Background: an optimization exercise with open tools, aiming at a short achievable clock period and few clock cycles. Do not read the settings as production practice. The RTL was checked by simulation tests, not by an equivalence proof against the original design. Power and IR drop assume default switching activity.

## the reference run
// cpu
module cpu (
    input  wire        clk,
    input  wire        reset,
    output wire [31:0] imem_addr,
    input  wire [31:0] imem_rdata,
    output wire [31:0] dmem_addr,
    output wire [31:0] dmem_wdata,
    output wire        dmem_we,
    input  wire [31:0] dmem_rdata,
    output wire        halted
);
    localparam MUL_W = 122;
    localparam DOT_W = 122;
    reg  [31:0] pc_f;
    reg  [31:0] imem_addr_r;    
    reg         halted_o;       
    reg         rst_q;          
    reg         v_x;
    reg  [31:0] op1_x, op2_x, opb_x;    
    reg  [31:0] mop1_x, mop2_x;         
    reg  [31:0] sh_x;                   
    reg  [4:0]  shamt_x;                
    reg  [31:0] link_x;                 
    reg  [31:0] pc_x;                   
    reg  [31:0] immbj_x;                
    reg         jal_x;
    reg         pred_x;
    reg  [4:0]  rd_x;
    reg  [31:0] rdoh_x;                 
    reg  [31:0] rdoh_m;                 
    reg         wx_x;                   
  ...
clock: 24.0 ns
lec_check: 0
abc_area: 0
cap_margin: 20
core_margin: 2
core_utilization: 30
slew_margin: 20
standard.sh (not shown) runs the stock make flow with config.mk's settings and CLKGATE_MAP_FILE= SYNTH_SCRIPT=/design/flow/synth_recipe.tcl, a recipe that flattens the netlist after the stock synthesis.
==> flow/flow/run.sh <==
#!/bin/bash
# Standard ORFS layout, with timing repair aimed below the clock period so that
# the optimiser keeps working after the constraint is met.
set -o pipefail
MARGIN=$(cat flow/margin.txt)
bash standard.sh SETUP_SLACK_MARGIN=$MARGIN finish > flow_make.log 2>&1
==> flow/flow/margin.txt <==
18
Testbench counts of the reference run, summed over its fixed seeds: cycles 52,385.
Input-level comparison between the trial run and the reference run:
--- a/flow/design.v
+++ b/flow/design.v
@@ -2106,18 +2106,20 @@
     reg         v_x;
     reg  [31:0] op1_x, op2_x, opb_x;    
     reg  [31:0] mop1_x, mop2_x;         
     reg  [31:0] sh_x;                   
     reg  [4:0]  shamt_x;                
     reg  [31:0] link_x;                 
     reg  [31:0] pc_x;                   
     reg  [31:0] immbj_x;                
     reg         jal_x;
+    reg         tbad_x;                 
+    reg         jbad_x;                 
     reg         pred_x;
     reg  [4:0]  rd_x;
     reg  [31:0] rdoh_x;                 
     reg  [31:0] rdoh_m;                 
     reg         wx_x;                   
     reg         wl_x;                   
     reg         ld_x, st_x, br_x, jalr_x, dot_x, mulop_x, ebreak_x, shift_x;
     reg         stall_x;                
     reg         fix1_x, fix2_x, fixb_x;  
@@ -2160,19 +2162,20 @@
                        | ({32{sel_x[10]}} & relu)
                        | ({32{sel_x[11]}} & link_x);
     wire wa_en = ex & wx_x;
     wire beq  = op1_x == op2_x;
     wire blt  = $signed(op1_x) < $signed(op2_x);
     wire bltu = op1_x < op2_x;
     wire bcond = (bc_x[0] & beq) | (bc_x[1] & ~beq) | (bc_x[2] & blt) |
                  (bc_x[3] & ~blt) | (bc_x[4] & bltu) | (bc_x[5] & ~bltu);
     wire [31:0] tgt_x    = pc_x + immbj_x;
-    wire redirect = ex & ((br_x & (bcond ^ pred_x)) | ((jalr_x | jal_x) & ~pred_x));
+    wire redirect = ex & ((br_x & ((bcond ^ pred_x) | (bcond & pred_x & tbad_x))) |
+                          (jal_x & (~pred_x | tbad_x)) | (jalr_x & (~pred_x | jbad_x)));
     wire [31:0] redirect_pc = jalr_x ? {sum[31:1], 1'b0} :
                               (jal_x | bcond) ? tgt_x : link_x;
     wire halt_now = ex & ebreak_x;
     wire [MUL_W-1:0] mcs;
     wire [DOT_W-1:0] dcs;
     mul_s1 u_mul1 (.a(mop1_x), .b(mop2_x), .cs(mcs));
     dot_s1 u_dot1 (.a(mop1_x), .b(mop2_x), .cs(dcs));
     wire [31:0] mul_p, dot_p;
     mul_s2 u_mul2 (.cs(m_mcs), .p(mul_p));
@@ -2284,28 +2287,29 @@
     wire [31:0] rf2 = rst_q ? 32'd0 : (f_rs2[4] ? t4b[1] : t4b[0]);
     wire [31:0] f_rv1 = byx1 ? wa_val : bym1 ? wb_val : rf1;
     wire [31:0] f_rv2 = byx2 ? wa_val : bym2 ? wb_val : rf2;
     wire late_x = ex & wl_x;
     wire f_w1 = late_x & f_use1 & (rd_x == f_rs1);
     wire f_w2 = late_x & f_use2 & (rd_x == f_rs2);
     wire [31:0] f_seq = pc_f + 32'd4;
     wire [10:0] lsum_b = {1'b0, pc_f[9:0]} + {1'b0, fi[29:25], fi[11:8], 1'b0};
     wire [10:0] lsum_j = {1'b0, pc_f[9:0]} + {1'b0, fi[29:21], 1'b0};
-    wire f_ok_b = (fi[7] == fi[31]) & (fi[30] == fi[31]) & (lsum_b[10] == fi[31]);
-    wire f_ok_j = (fi[19:12] == {8{fi[31]}}) & (fi[20] == fi[31]) & (fi[30] == fi[31]) &
-                  (lsum_j[10] == fi[31]);
+    wire f_ok_b = (fi[7] == fi[31]) & (fi[30] == fi[31]);
+    wire f_ok_j = (fi[19:12] == {8{fi[31]}}) & (fi[20] == fi[31]) & (fi[30] == fi[31]);
+    wire f_tbad = f_jal ? (lsum_j[10] != fi[31]) : (lsum_b[10] != fi[31]);
     wire [9:0]  f_tlo  = f_jal ? lsum_j[9:0] : lsum_b[9:0];
     wire [31:0] f_tgt  = {pc_f[31:10], f_tlo};
     wire [31:0] f_immbj = f_jal ? f_imm_j : f_imm_b;
     wire x_add  = wa_en & sel_x[0];             
     wire f_fast = x_add & (rd_x == f_rs1);      
     wire [10:0] jlo    = {1'b0, sum[9:0]} + {1'b0, fi[29:20]};
-    wire        f_ok_r = (fi[30] == fi[31]) & (jlo[10] == fi[31]);
+    wire        f_ok_r = fi[30] == fi[31];
+    wire        f_jbad = jlo[10] != fi[31];     
     wire [31:0] f_jtgt = {sum[31:10], jlo[9:0]};
     wire [31:0] zx    = op1_x ^ opb_x;
     wire [31:0] zo    = op1_x | opb_x;
     wire sum_z = (zx ^ {zo[30:0], 1'b0}) == 32'd0;
     reg  f_bz;    
     always @(*) begin
         case (f_f3)
             3'b000:  f_bz = sum_z;
             3'b001:  f_bz = ~sum_z;
@@ -2358,23 +2362,25 @@
             op2_x    <= f_rv2;
             if (f_mul | f_dot) begin
                 mop1_x <= f_rv1;
                 mop2_x <= f_rv2;
             end
             if (f_shift) begin
                 sh_x    <= f_rv1;
                 shamt_x <= f_immb ? f_imm[4:0] : f_rv2[4:0];
             end
-            opb_x    <= f_immb ? f_imm : f_rv2;
+            opb_x    <= (byx2 & ~f_immb) ? wa_val : f_immb ? f_imm : bym2 ? wb_val : rf2;
             link_x   <= f_seq;
             pc_x     <= pc_f;
             immbj_x  <= f_immbj;
             jal_x    <= f_jal;
+            tbad_x   <= f_tbad;
+            jbad_x   <= f_jbad;
             pred_x   <= f_pred;
             rd_x     <= f_rd;
             rdoh_x   <= (f_wx & f_rdnz) ? (32'd1 << f_rd) : 32'd0;
             wx_x     <= f_wx & f_rdnz;
             wl_x     <= f_wl & f_rdnz;
             ld_x     <= f_load;
             st_x     <= f_store;
             br_x     <= f_branch;
             jalr_x   <= f_jalr;
## What came out
Worst-case headroom to the max-slew limit: lower on the trial run
The trial run against the reference run: total length of routed wires grew by 23 mm, initial antenna violation count has increased.
Number of signal-net inverters in the final layout (the trial run over the reference run): increase, 13
The global-route usage in the trial run sits 0.55 points above the value recorded for the reference run.
Diff the reference run -> the trial run: share of synthesized cell area in full adder, half adder and majority cells has remained practically unchanged, area growth from synthesis to layout has decreased, post-synthesis instance total has increased, total internal power has decreased, sequential cell count has remained practically unchanged.
Run comparison: the reference run last element of the critical path opb_x[25]$_DFFE_PP_; the trial run last element of the critical path sh_x[27]$_DFFE_PP_
The lower count of multi-input combinational gates of the reference run and the trial run is in the reference run.
Maximum VDD drop: the reference run and the trial run compared, higher one is the reference run
Testbench counts of the trial run, summed over its fixed seeds: cycles 52,385.

## static timing again, ports no longer ideal
No port has a modelled driver above. Below, the same layouts with a new extraction and two added sets of constraints. Step 1 sets driving cells, clkbuf_16 on the clock port and buf_2 on the other inputs (assumed; they add their load-dependent delay and slew). Step 2 moves the port delays by t, midway between the first and last clock arrival at a register: inputs arrive t later, outputs are due t later. That takes back most of the time a late clock gives input paths. a / b / c = ideal ports / drivers / drivers and shift; a / b = the first two.
run	t, ns	slack for setup (ns)	worst setup path at the end
the reference run	1.059	17.075 / 16.810 / 15.751	input to register
the trial run	1.057	16.718 / 16.556 / 15.499	input to register
After both steps setup and hold are still met in every run listed. The setup slack of the reference run, which loses most, moves by -0.265 ns with the drivers and by -1.324 ns with both steps.
